Source: an optimization exercise on an open RTL-to-GDS flow (aim: small area and a short achievable clock period). Production flows keep margins and buffers that such runs may drop. At most, simulation tests tie the RTL to the original design; equivalence was not proved. No activity file was given, so power comes from the tool's default toggle rates.

==> job 5542 <==
==> flow/design.v (excerpt) <==
module pow_5_pipe
(
    input             clock,
    input      [17:0] n,
    output reg [17:0] n_pow_5
);
make LEC_CHECK=0 CAP_MARGIN=20 CORE_MARGIN=2 CORE_UTILIZATION=40 CTS_BUF_LIST='sky130_fd_sc_hd__clkbuf_4 sky130_fd_sc_hd__clkbuf_8' CTS_CLUSTER_DIAMETER=60 CTS_CLUSTER_SIZE=40 PLACE_DENSITY=0.75 SETUP_SLACK_MARGIN=4.3 SLEW_MARGIN=20 finish   # period 6.4 ns
run.sh (not shown) runs the stock make flow with config.mk's settings and CLKGATE_MAP_FILE= SYNTH_SCRIPT=/design/flow/synth_recipe.tcl, a recipe that flattens the netlist after the stock synthesis.
==> inputs of job 5400, as changes to job 5542 <==
--- a/flow/design.v
+++ b/flow/design.v
@@ -306,16 +306,12 @@
     wire w170 = (t_3[26] & t_3[27]) | (t_3[26] & t_3[28]) | (t_3[27] & t_3[28]);
     wire w171 = t_3[29] ^ t_3[30] ^ w166;
     wire w172 = (t_3[29] & t_3[30]) | (t_3[29] & w166) | (t_3[30] & w166);
     wire w173 = w169 ^ w168 ^ w171;
     wire w174 = (w169 & w168) | (w169 & w171) | (w168 & w171);
-    wire w175 = t_3[31] ^ t_3[32];
-    wire w176 = t_3[33] ^ t_3[34];
-    wire w177 = w175 ^ w176;
-    wire w178 = w177 ^ w170;
-    wire w179 = w178 ^ w172;
-    wire w180 = w179 ^ w174;
-    wire [11:0] s0 = {1'b0, w173, w167, w162, w160, w159, t_3[12], t_3[10], t_3[9], t_3[8], t_3[7], t_3[6]};
+    wire w175 = t_3[31] ^ t_3[32] ^ t_3[33];
+    wire w176 = t_3[34] ^ w170 ^ w175;
+    wire w177 = w172 ^ w176 ^ w174;
+    wire [11:0] s0 = {w177, w173, w167, w162, w160, w159, t_3[12], t_3[10], t_3[9], t_3[8], t_3[7], t_3[6]};
     wire [11:0] s1 = {1'b0, 1'b0, 1'b0, w163, w161, 1'b0, 1'b0, t_3[11], 1'b0, 1'b0, 1'b0, 1'b0};
-    wire [11:0] sum = s0 + s1;
-    always @(posedge clock) n_pow_5 <= {sum[11] ^ w180, sum[10:0], t_3[5], t_3[4], t_3[3], t_3[2], t_3[1], t_3[0]};
+    always @(posedge clock) n_pow_5 <= {s0 + s1, t_3[5], t_3[4], t_3[3], t_3[2], t_3[1], t_3[0]};
 endmodule
Settings changed: ABC_CLOCK_PERIOD_IN_PS set to 2200, PLACE_DENSITY 0.75 to unset.
==> impl_metrics.json <==
{
  "status": "timing/DRC/antenna clean",
  "wl_met2_mm": 6.119,
  "synth-simple-area-share_pct": 14.62,
  "synth.distinct_cells": 58,
  "finalPower_mw": 2.160,
  "final_core_util_pct": 47.75
}
the above is filed under job 5542

==> impl_metrics.json <==
{
  "grt_pass1_wl_mm": 19.58,
  "status": "timing/DRC/antenna clean",
  "wl_met2_mm": 5.543,
  "post_drt_wl_per_cell_um": 15.38,
  "synth.distinct_cells": 55,
  "cts_tree": "yes",
  "final_core_util_pct": 48.20,
  "layout_commonest_cell": "dfxtp_1",
  "synth-simple-area-share_pct": 14.08,
  "initial_core_util_pct": 40.92
}
the above is filed under job 5400

No functional check of the RTL was part of any run of this note.

========
==> inputs of job 3521 <==
==> flow/design.v <==
module pow_5_pipe
(
    input             clock,
    input      [17:0] n,
    output reg [17:0] n_pow_5
);
    reg [17:0] n_1;
    always @(posedge clock) n_1 <= n;
    wire [63:0] g_t_dec = 64'd1 << n_1[5:0];
    wire [11:4] g_t;
    assign g_t[4] = |(g_t_dec & 64'h6c6c6c6c6c6c6c6c);
    assign g_t[5] = |(g_t_dec & 64'haa00aa00aa00aa0);
    assign g_t[6] = |(g_t_dec & 64'h466eecc4466eecc4);
    assign g_t[7] = |(g_t_dec & 64'h222a02228880a888);
    assign g_t[8] = |(g_t_dec & 64'h9ed21c589eda3c58);
    assign g_t[9] = |(g_t_dec & 64'haae4e60228664480);
    assign g_t[10] = |(g_t_dec & 64'h103c1e7cf672f8b0);
    assign g_t[11] = |(g_t_dec & 64'hea60e02a4ec2e8e0);
    wire [31:0] k_t_dec = 32'd1 << n_1[4:0];
    wire [4:1] k_t;
    assign k_t[1] = |(k_t_dec & 32'h88888888);
    assign k_t[2] = |(k_t_dec & 32'ha0a0a0a);
    assign k_t[3] = |(k_t_dec & 32'hee44ee44);
    assign k_t[4] = |(k_t_dec & 32'he04a4ae0);
    wire [63:0] f_t_dec = 64'd1 << n_1[5:0];
    wire [17:4] f_t;
    assign f_t[4] = |(f_t_dec & 64'h8282282882822828);
    assign f_t[5] = |(f_t_dec & 64'hc46eec466ec446ec);
    assign f_t[6] = |(f_t_dec & 64'h604ae2e04acae048);
    assign f_t[7] = |(f_t_dec & 64'h468aec2ae6a04688);
    assign f_t[8] = |(f_t_dec & 64'hce440a0864e40880);
    assign f_t[9] = |(f_t_dec & 64'h428ecaac0e42a640);
    assign f_t[10] = |(f_t_dec & 64'h3654f0901094de70);
    assign f_t[11] = |(f_t_dec & 64'h106e786ef40a3060);
    assign f_t[12] = |(f_t_dec & 64'h561646a0b8b4c840);
    assign f_t[13] = |(f_t_dec & 64'h9c3a7c9a28c26a00);
    assign f_t[14] = |(f_t_dec & 64'h8854120cec3c1a80);
    assign f_t[15] = |(f_t_dec & 64'h2988e390f95eb700);
    assign f_t[16] = |(f_t_dec & 64'hf7b0aa4e070ab400);
    assign f_t[17] = |(f_t_dec & 64'he5c2ef3058e09800);
    reg [5:0] a_2; reg [11:0] h_2; reg [11:4] g_2; reg [4:1] k_2;
    reg [17:4] f_2;
    always @(posedge clock) begin
        a_2 <= n_1[5:0]; h_2 <= n_1[17:6]; g_2 <= g_t; k_2 <= k_t;
        f_2 <= f_t;
    end
    wire [31:0] q_2_dec = 32'd1 << h_2[4:0];
    wire [4:2] q_2;
    assign q_2[2] = |(q_2_dec & 32'h44444444);
    assign q_2[3] = |(q_2_dec & 32'h28282828);
    assign q_2[4] = |(q_2_dec & 32'h1ab01ab0);
    wire w1 = g_2[4] & h_2[0];
    wire w2 = g_2[4] & h_2[1];
    wire w3 = g_2[4] & h_2[2];
    wire w4 = g_2[4] & h_2[3];
    wire w5 = g_2[4] & h_2[4];
    wire w6 = g_2[4] & h_2[5];
    wire w7 = g_2[4] & h_2[6];
    wire w8 = g_2[4] & h_2[7];
    wire w9 = g_2[5] & h_2[0];
    wire w10 = g_2[5] & h_2[1];
    wire w11 = g_2[5] & h_2[2];
    wire w12 = g_2[5] & h_2[3];
    wire w13 = g_2[5] & h_2[4];
    wire w14 = g_2[5] & h_2[5];
    wire w15 = g_2[5] & h_2[6];
    wire w16 = g_2[6] & h_2[0];
    wire w17 = g_2[6] & h_2[1];
    wire w18 = g_2[6] & h_2[2];
    wire w19 = g_2[6] & h_2[3];
    wire w20 = g_2[6] & h_2[4];
    wire w21 = g_2[6] & h_2[5];
    wire w22 = g_2[7] & h_2[0];
    wire w23 = g_2[7] & h_2[1];
    wire w24 = g_2[7] & h_2[2];
    wire w25 = g_2[7] & h_2[3];
    wire w26 = g_2[7] & h_2[4];
    wire w27 = g_2[8] & h_2[0];
    wire w28 = g_2[8] & h_2[1];
    wire w29 = g_2[8] & h_2[2];
    wire w30 = g_2[8] & h_2[3];
    wire w31 = g_2[9] & h_2[0];
    wire w32 = g_2[9] & h_2[1];
    wire w33 = g_2[9] & h_2[2];
    wire w34 = g_2[10] & h_2[0];
    wire w35 = g_2[10] & h_2[1];
    wire w36 = g_2[11] & h_2[0];
    wire w37 = a_2[0] & h_2[0];
    wire w38 = a_2[0] & h_2[1];
    wire w39 = a_2[0] & h_2[2];
    wire w40 = a_2[0] & h_2[3];
    wire w41 = a_2[0] & h_2[4];
    wire w42 = a_2[0] & h_2[5];
    wire w43 = a_2[0] & h_2[6];
    wire w44 = a_2[0] & h_2[7];
    wire w45 = a_2[0] & h_2[8];
    wire w46 = a_2[0] & h_2[9];
    wire w47 = a_2[0] & h_2[10];
    wire w48 = a_2[0] & h_2[11];
    wire w49 = a_2[0] & h_2[0];
    wire w50 = a_2[0] & h_2[1];
    wire w51 = a_2[0] & h_2[2];
    wire w52 = a_2[0] & h_2[3];
    wire w53 = a_2[0] & h_2[4];
    wire w54 = a_2[0] & h_2[5];
    wire w55 = a_2[0] & h_2[6];
    wire w56 = a_2[0] & h_2[7];
    wire w57 = a_2[0] & h_2[8];
    wire w58 = a_2[0] & h_2[9];
    wire w59 = k_2[1] & q_2[2];
    wire w60 = k_2[1] & q_2[3];
    wire w61 = k_2[1] & h_2[0];
    wire w62 = k_2[2] & q_2[2];
    wire w63 = k_2[2] & h_2[0];
    wire w64 = k_2[3] & h_2[0];
    wire w65 = k_2[4] & h_2[0];
    wire w66 = a_2[0] & q_2[2];
    wire w67 = a_2[0] & q_2[3];
    wire w68 = a_2[0] & q_2[4];
    wire w69 = a_2[0] & h_2[0];
    wire w70 = f_2[8] ^ w39 ^ w49;
    wire w71 = (f_2[8] & w39) | (f_2[8] & w49) | (w39 & w49);
    wire w72 = f_2[9] ^ w40 ^ w50;
    wire w73 = (f_2[9] & w40) | (f_2[9] & w50) | (w40 & w50);
    wire w74 = f_2[10] ^ w1 ^ w41;
    wire w75 = (f_2[10] & w1) | (f_2[10] & w41) | (w1 & w41);
    wire w76 = w51 ^ w73 ^ w74;
    wire w77 = (w51 & w73) | (w51 & w74) | (w73 & w74);
    wire w78 = f_2[11] ^ w2 ^ w9;
    wire w79 = (f_2[11] & w2) | (f_2[11] & w9) | (w2 & w9);
    wire w80 = w42 ^ w52 ^ w75;
    wire w81 = (w42 & w52) | (w42 & w75) | (w52 & w75);
    wire w82 = w78 ^ w77 ^ w80;
    wire w83 = (w78 & w77) | (w78 & w80) | (w77 & w80);
    wire w84 = f_2[12] ^ w3 ^ w10;
    wire w85 = (f_2[12] & w3) | (f_2[12] & w10) | (w3 & w10);
    wire w86 = w16 ^ w43 ^ w53;
    wire w87 = (w16 & w43) | (w16 & w53) | (w43 & w53);
    wire w88 = w79 ^ w84 ^ w86;
    wire w89 = (w79 & w84) | (w79 & w86) | (w84 & w86);
    wire w90 = f_2[13] ^ w4 ^ w11;
    wire w91 = (f_2[13] & w4) | (f_2[13] & w11) | (w4 & w11);
    wire w92 = w17 ^ w22 ^ w44;
    wire w93 = (w17 & w22) | (w17 & w44) | (w22 & w44);
    wire w94 = w54 ^ w69 ^ w85;
    wire w95 = (w54 & w69) | (w54 & w85) | (w69 & w85);
    wire w96 = w87 ^ w90 ^ w92;
    wire w97 = (w87 & w90) | (w87 & w92) | (w90 & w92);
    wire w98 = w89 ^ w94 ^ w96;
    wire w99 = (w89 & w94) | (w89 & w96) | (w94 & w96);
    wire w100 = f_2[14] ^ w5 ^ w12;
    wire w101 = (f_2[14] & w5) | (f_2[14] & w12) | (w5 & w12);
    wire w102 = w18 ^ w23 ^ w27;
    wire w103 = (w18 & w23) | (w18 & w27) | (w23 & w27);
    wire w104 = w45 ^ w55 ^ w61;
    wire w105 = (w45 & w55) | (w45 & w61) | (w55 & w61);
    wire w106 = w91 ^ w93 ^ w100;
    wire w107 = (w91 & w93) | (w91 & w100) | (w93 & w100);
    wire w108 = w102 ^ w104 ^ w95;
    wire w109 = (w102 & w104) | (w102 & w95) | (w104 & w95);
    wire w110 = f_2[15] ^ w6 ^ w13;
    wire w111 = (f_2[15] & w6) | (f_2[15] & w13) | (w6 & w13);
    wire w112 = w19 ^ w24 ^ w28;
    wire w113 = (w19 & w24) | (w19 & w28) | (w24 & w28);
    wire w114 = w31 ^ w46 ^ w56;
    wire w115 = (w31 & w46) | (w31 & w56) | (w46 & w56);
    wire w116 = w63 ^ w66 ^ w101;
    wire w117 = (w63 & w66) | (w63 & w101) | (w66 & w101);
    wire w118 = w103 ^ w105 ^ w110;
    wire w119 = (w103 & w105) | (w103 & w110) | (w105 & w110);
    wire w120 = w112 ^ w114 ^ w107;
    wire w121 = (w112 & w114) | (w112 & w107) | (w114 & w107);
    wire w122 = f_2[16] ^ w7 ^ w14;
    wire w123 = (f_2[16] & w7) | (f_2[16] & w14) | (w7 & w14);
    wire w124 = w20 ^ w25 ^ w29;
    wire w125 = (w20 & w25) | (w20 & w29) | (w25 & w29);
    wire w126 = w32 ^ w34 ^ w47;
    wire w127 = (w32 & w34) | (w32 & w47) | (w34 & w47);
    wire w128 = w57 ^ w64 ^ w59;
    wire w129 = (w57 & w64) | (w57 & w59) | (w64 & w59);
    wire w130 = w67 ^ w111 ^ w113;
    wire w131 = (w67 & w111) | (w67 & w113) | (w111 & w113);
    wire w132 = w115 ^ w122 ^ w124;
    wire w133 = (w115 & w122) | (w115 & w124) | (w122 & w124);
    wire w134 = w126 ^ w128 ^ w117;
    wire w135 = (w126 & w128) | (w126 & w117) | (w128 & w117);
    wire w136 = w119 ^ w130 ^ w132;
    wire w137 = (w119 & w130) | (w119 & w132) | (w130 & w132);
    wire w138 = f_2[17] ^ w8 ^ w15;
    wire w139 = w21 ^ w26 ^ w30;
    wire w140 = w33 ^ w35 ^ w36;
    wire w141 = w48 ^ w58 ^ w65;
    wire w142 = w60 ^ w62 ^ w68;
    wire w143 = w123 ^ w125 ^ w127;
    wire w144 = w138 ^ w139 ^ w140;
    wire w145 = w141 ^ w129 ^ w142;
    wire w146 = w131 ^ w133 ^ w143;
    reg [34:0] t_3;
    always @(posedge clock) begin
        t_3[0] <= a_2[0];
        t_3[1] <= (a_2[1] & a_2[0]);
        t_3[2] <= (a_2[2] & a_2[0]);
        t_3[3] <= (a_2[3] & a_2[0]);
        t_3[4] <= f_2[4];
        t_3[5] <= f_2[5];
        t_3[6] <= f_2[6];
        t_3[7] <= w37;
        t_3[8] <= f_2[7];
        t_3[9] <= w38;
        t_3[10] <= w70;
        t_3[11] <= w71;
        t_3[12] <= w72;
        t_3[13] <= w76;
        t_3[14] <= w82;
        t_3[15] <= w81;
        t_3[16] <= w88;
        t_3[17] <= w83;
        t_3[18] <= w98;
        t_3[19] <= w97;
        t_3[20] <= w106;
        t_3[21] <= w108;
        t_3[22] <= w99;
        t_3[23] <= w116;
        t_3[24] <= w118;
        t_3[25] <= w109;
        t_3[26] <= w120;
        t_3[27] <= w121;
        t_3[28] <= w134;
        t_3[29] <= w136;
        t_3[30] <= w144;
        t_3[31] <= w145;
        t_3[32] <= w135;
        t_3[33] <= w137;
        t_3[34] <= w146;
    end
    wire w147 = t_3[15] ^ t_3[16] ^ t_3[17];
    wire w148 = (t_3[15] & t_3[16]) | (t_3[15] & t_3[17]) | (t_3[16] & t_3[17]);
    wire w149 = t_3[19] ^ t_3[20] ^ t_3[21];
    wire w150 = (t_3[19] & t_3[20]) | (t_3[19] & t_3[21]) | (t_3[20] & t_3[21]);
    wire w151 = t_3[23] ^ t_3[24] ^ t_3[25];
    wire w152 = (t_3[23] & t_3[24]) | (t_3[23] & t_3[25]) | (t_3[24] & t_3[25]);
    wire w153 = t_3[26] ^ w150 ^ w151;
    wire w154 = (t_3[26] & w150) | (t_3[26] & w151) | (w150 & w151);
    wire w155 = t_3[27] ^ t_3[28] ^ t_3[29];
    wire w156 = (t_3[27] & t_3[28]) | (t_3[27] & t_3[29]) | (t_3[28] & t_3[29]);
    wire w157 = w152 ^ w155 ^ w154;
    wire w158 = (w152 & w155) | (w152 & w154) | (w155 & w154);
    wire w159 = t_3[30] ^ t_3[31] ^ t_3[32];
    wire w160 = t_3[33] ^ t_3[34] ^ w156;
    wire w161 = w159 ^ w160 ^ w158;
    wire [11:0] s0 = {w161, w157, w153, t_3[22], t_3[18], w147, t_3[14], t_3[13], t_3[11], t_3[10], t_3[8], t_3[6]};
    wire [11:0] s1 = {1'b0, 1'b0, 1'b0, w149, w148, 1'b0, 1'b0, 1'b0, t_3[12], 1'b0, t_3[9], t_3[7]};
    always @(posedge clock) n_pow_5 <= {s0 + s1, t_3[5], t_3[4], t_3[3], t_3[2], t_3[1], t_3[0]};
endmodule
==> flow/run.sh <==
#!/bin/bash
# synth_recipe.tcl (not shown) runs the flow's synth.tcl, then flattens the netlist and writes it again
# the make line also repeats each setting of config.mk as NAME=value (left out here)
make -C /OpenROAD-flow-scripts/flow DESIGN_CONFIG=/design/flow/config.mk WORK_HOME=/design/flow/orfs CLKGATE_MAP_FILE= SYNTH_SCRIPT=/design/flow/synth_recipe.tcl finish
==> flow/config.mk <==
export PLATFORM = sky130hd
export DESIGN_NAME = pow_5_pipe
export DESIGN_NICKNAME = pow_5_pipe
export VERILOG_FILES = /design/flow/design.v
export SDC_FILE = /design/flow/constraint.sdc
export NUM_CORES = 4
export LEC_CHECK = 0
export CAP_MARGIN = 20
export CORE_MARGIN = 2
export CORE_UTILIZATION = 40
export SLEW_MARGIN = 20
==> flow/constraint.sdc <==
create_clock -name core_clock -period 6.4 [get_ports {clock}]
set_input_delay 1.2800 -clock core_clock [delete_from_list [all_inputs] [get_ports {clock}]]
set_output_delay 1.2800 -clock core_clock [all_outputs]
set_load 0.01 [all_outputs]
==> job 3695: changes against job 3521 <==
Settings changed: CTS_BUF_LIST from default to sky130_fd_sc_hd__clkbuf_8 sky130_fd_sc_hd__clkbuf_16, CTS_CLUSTER_DIAMETER from default to 300, CTS_CLUSTER_SIZE from default to 100, SETUP_SLACK_MARGIN from default to 4.3.
==> comparison <==
In job 3521 the via count is lower than in job 3695, by 2.0%.
Clock-buffer cell count is the same in job 3695 and job 3521.
Global-route usage: job 3521 is lower than job 3695 (0.36 points).
Of job 3695 and job 3521, job 3695 has the higher wire length (gap 4.8%, measured against job 3521).
In synthesized cell count, job 3695 and job 3521 do not differ.
Between job 3521 and job 3695, the lower setup slack is in job 3521 (gap 0.32 ns).
Of job 3521 and job 3695, job 3695 has the higher clock power (gap about 4.6%, measured against job 3695).
Die area is the same in job 3695 and job 3521.
Against job 3695, the register-to-register slack of job 3521 is worse by 0.29 ns.

## re-timing with driven ports
The results above use ideal ports. As a check the final layouts listed here were re-extracted and re-timed, cells and wires unchanged. Step 1 sets driving cells, clkbuf_16 on the clock port and buf_2 on the other inputs (assumed; they add their load-dependent delay and slew). Step 2 moves the port delays by t, midway between the first and last clock arrival at a register: inputs arrive t later, outputs are due t later. That takes back most of the time a late clock gives input paths. Three values: no drivers, after step 1, after step 2; two values: the first two.
run	t (ns)	slack for setup (ns)	worst hold slack (ns)
job 5542	0.457	4.174 / 4.174 / 4.174	0.325 / 0.325 / 0.325
job 5400	0.457	4.197 / 4.197 / 4.197	0.327 / 0.327 / 0.327
job 3521	0.445	3.862 / 3.821 / 3.894	0.324 / 0.324 / 0.324
job 3695	0.445	4.179 / 4.179 / 4.179	0.322 / 0.322 / 0.322
After both steps every run listed still meets setup and hold.
